This design comes from an exercise in tuning for small area on the open sky130 flow, not from production work. Only simulation tests tie the RTL to the original design; equivalence was not proved.

==> v24: inputs <==
==> flow/design.v (excerpt) <==
module myname(M,dotout,selout,clk,rst);
input clk;
input rst;
output wire [3:0] M;
output wire [15:0] dotout;
output reg [3:0] selout;
assign M=4'b0110;
reg [8:0] cnt;
reg [3:0] d;
wire [3:0] sel = selout;
wire [3:0] dn;
wire wrap = ~cnt[0] & ~cnt[1] & ~cnt[2] & ~cnt[4] & ~cnt[5] & ~cnt[6] & ~cnt[7];
always @(posedge clk) begin
  if(rst) begin selout<=4'd0; cnt<=9'd256; d<=4'd10; end
  else begin
    selout<=selout+4'd1;
    cnt<={cnt[7], cnt[6], cnt[5], cnt[4]^wrap, cnt[3], cnt[2], cnt[1], cnt[0]^wrap, cnt[8]^cnt[4]};
    if(wrap) d<=dn;
  end
end
wire n29, n30, n31, n32, n33, n34, n35, n36, n37, n38, n39, n40, n41, n42, n43, n44, n45, n46, n47, n48, n50, n51, n52, n53, n54, n55, n56, n57, n58, n59, n60, n61, n62, n63, n64, n65, n66, n67, n68, n69, n70, n71, n72, n73, n74, n75, n76, n77, n79, n80, n81, n82, n83, n84, n85, n86, n87, n88, n89, n90, n91, n92, n93, n94, n95, n96, n97, n98, n99, n100, n101, n102, n103, n104, n105, n106, n107, n108, n109, n110, n111, n112, n113, n114, n115, n116, n117, n118, n120, n121, n123, n124, n125, n126, n127, n128, n129, n130, n131, n132, n133, n135, n137, n138, n139, n140, n141, n142, n143, n144, n145, n146, n147, n148, n150, n151, n152, n153, n154, n155, n156, n157, n158, n160, n161, n162, n163, n164, n165, n166, n167, n168, n170, n171, n172, n173, n174, n175, n176, n178, n179, n180, n181, n182, n183, n185, n186, n187, n189, n190, n191, n192, n193, n194, n195, n197, n198, n199, n201, n202, n203, n204, n205, n208, n210, n211;
assign n29 = ~sel[0];
assign n30 = ~sel[1];
assign n31 = ~sel[2];
assign n32 = ~sel[3];
assign n33 = ~d[0];
assign n34 = ~d[1];
assign n35 = ~d[2];
assign n36 = ~d[3];
assign n37 = ~sel[1] | ~n32;
assign n38 = ~sel[2] & ~n37;
  ...
Settings: LEC_CHECK=0, ABC_AREA=1, CAP_MARGIN=20, CORE_MARGIN=2, CORE_UTILIZATION=30, SLEW_MARGIN=20; clock period 5.0 ns.
standard.sh (not shown) runs the stock make flow with config.mk's settings and CLKGATE_MAP_FILE= SYNTH_SCRIPT=/design/flow/synth_recipe.tcl, a recipe that flattens the netlist after the stock synthesis.
==> flow/flow/run.sh <==
#!/bin/bash
# Own layout flow: the standard synthesis, then its combinational logic re-mapped
# with flow/abc.script (registers, their names and cell types unchanged), then
# the standard ORFS flow with single-size port buffers.
set -euo pipefail
HERE=$(pwd)
FLOWDIR=$HERE/flow
RES=$HERE/orfs/results/sky130hd/myname/base
LIB=$FLOW_HOME/platforms/sky130hd/lib/sky130_fd_sc_hd__tt_025C_1v80.lib
EXTRA=()
[[ -f $FLOWDIR/make_args.txt ]] && mapfile -t EXTRA < <(grep -v '^#' $FLOWDIR/make_args.txt | grep .)
bash standard.sh synth > standard_synth.log 2>&1
if [[ -f $FLOWDIR/abc.script ]]; then
  cp $RES/1_2_yosys.v $HERE/std_1_2_yosys.v
  cat > remap.ys <<EOT
read_liberty -overwrite -ignore_miss_func -setattr liberty_cell $LIB
blackbox sky130_fd_sc_hd__dfxtp_1 sky130_fd_sc_hd__dfxtp_2 sky130_fd_sc_hd__dfxtp_4
read_verilog $HERE/std_1_2_yosys.v
hierarchy -top myname
flatten
rename -hide w:*.*
opt_clean -purge
delete A:liberty_cell
read_liberty -lib $LIB
abc -script $FLOWDIR/abc.script -liberty $LIB
opt_clean -purge
hilomap -singleton -hicell sky130_fd_sc_hd__conb_1 HI -locell sky130_fd_sc_hd__conb_1 LO
stat -liberty $LIB
check -assert
write_verilog -noattr -nohex -nodec $RES/1_2_yosys.v
EOT
  yosys -l remap.log remap.ys > /dev/null 2>&1
  rm -f $RES/1_synth.odb $RES/1_synth.sdc
fi
bash standard.sh "${EXTRA[@]}" finish > standard_finish.log 2>&1
==> flow/flow/abc.script <==
strash; dch; map -B 0.9; mfs2; strash; dch; map -B 0.9
==> flow/flow/make_args.txt <==
BUFFER_PORTS_ARGS=-buffer_cell sky130_fd_sc_hd__buf_1
==> v33: changes against v24 <==
--- a/flow/flow/run.sh
+++ b/flow/flow/run.sh
@@ -9,2 +9,5 @@
 LIB=$FLOW_HOME/platforms/sky130hd/lib/sky130_fd_sc_hd__tt_025C_1v80.lib
+# the platform's don't-use cells (platforms/sky130hd/config.mk)
+DONT_USE="sky130_fd_sc_hd__lpflow_bleeder_1 sky130_fd_sc_hd__lpflow_clkbufkapwr_1 sky130_fd_sc_hd__lpflow_clkbufkapwr_16 sky130_fd_sc_hd__lpflow_clkbufkapwr_2 sky130_fd_sc_hd__lpflow_clkbufkapwr_4 sky130_fd_sc_hd__lpflow_clkbufkapwr_8 sky130_fd_sc_hd__lpflow_clkinvkapwr_1 sky130_fd_sc_hd__lpflow_clkinvkapwr_16 sky130_fd_sc_hd__lpflow_clkinvkapwr_2 sky130_fd_sc_hd__lpflow_clkinvkapwr_4 sky130_fd_sc_hd__lpflow_clkinvkapwr_8 sky130_fd_sc_hd__lpflow_decapkapwr_12 sky130_fd_sc_hd__lpflow_decapkapwr_3 sky130_fd_sc_hd__lpflow_decapkapwr_4 sky130_fd_sc_hd__lpflow_decapkapwr_6 sky130_fd_sc_hd__lpflow_decapkapwr_8 sky130_fd_sc_hd__lpflow_inputiso0n_1 sky130_fd_sc_hd__lpflow_inputiso0p_1 sky130_fd_sc_hd__lpflow_inputiso1n_1 sky130_fd_sc_hd__lpflow_inputiso1p_1 sky130_fd_sc_hd__lpflow_inputisolatch_1 sky130_fd_sc_hd__lpflow_isobufsrc_1 sky130_fd_sc_hd__lpflow_isobufsrc_16 sky130_fd_sc_hd__lpflow_isobufsrc_2 sky130_fd_sc_hd__lpflow_isobufsrc_4 sky130_fd_sc_hd__lpflow_isobufsrc_8 sky130_fd_sc_hd__lpflow_isobufsrckapwr_16 sky130_fd_sc_hd__lpflow_lsbuf_lh_hl_isowell_tap_1 sky130_fd_sc_hd__lpflow_lsbuf_lh_hl_isowell_tap_2 sky130_fd_sc_hd__lpflow_lsbuf_lh_hl_isowell_tap_4 sky130_fd_sc_hd__lpflow_lsbuf_lh_isowell_4 sky130_fd_sc_hd__lpflow_lsbuf_lh_isowell_tap_1 sky130_fd_sc_hd__lpflow_lsbuf_lh_isowell_tap_2 sky130_fd_sc_hd__lpflow_lsbuf_lh_isowell_tap_4 sky130_fd_sc_hd__probe_p_8 sky130_fd_sc_hd__probec_p_8"
+DU_ARGS=$(for c in $DONT_USE; do printf -- "-dont_use %s " $c; done)
 EXTRA=()
@@ -24,3 +27,3 @@
 read_liberty -lib $LIB
-abc -script $FLOWDIR/abc.script -liberty $LIB
+abc -script $FLOWDIR/abc.script -liberty $LIB $DU_ARGS
 opt_clean -purge
- CTS_BUF_LIST: default -> sky130_fd_sc_hd__clkbuf_4
==> metrics.log <==
[metrics] slowest stage cell, crit path: sky130_fd_sc_hd__dfxtp_2
[metrics] longest individual stage delay on the worst path: roughly 0.50 ns
[metrics] total buffers and inverters traversed by the critical path: 5
[metrics] utilization after layout: a little over a third
[metrics] status: timing/DRC/antenna clean
[metrics] number of logic inverters in the finished layout: 51
[metrics] DR pass1 iterations: 5
[metrics] first-pass GRT wire length: roughly 9500 um
[metrics] worst-path maximum fanout: 15
Source of the figures above: v24

==> metrics.log <==
[metrics] DR pass1 iterations: 6
[metrics] slowest stage cell, crit path: sky130_fd_sc_hd__dfxtp_1
[metrics] worst-path maximum fanout: 8
[metrics] number of logic inverters in the finished layout: 45
[metrics] status: timing/DRC/antenna clean
Source of the figures above: v33

-- separate check: timing with driven ports --
No port has a modelled driver above. Below, the same layouts with a new extraction and two added sets of constraints.
Step 1 assumes that a clkbuf_16 drives the clock port and a buf_2 every other input.
Step 2 moves the port delays by t, midway between the first and last clock arrival at a register: inputs arrive t later, outputs are due t later. That takes back most of the time a late clock gives input paths.
a / b / c = ideal ports / drivers / drivers and shift; a / b = the first two.
run | t, ns | setup WS [ns] | worst hold slack (ns)
v24 | 0.270 | 0.383 / 0.360 / 0.630 | 0.402 / 0.402 / 0.402
v33 | 0.298 | 0.580 / 0.561 / 0.859 | 0.408 / 0.408 / 0.408
After both steps setup and hold are still met in every run listed.
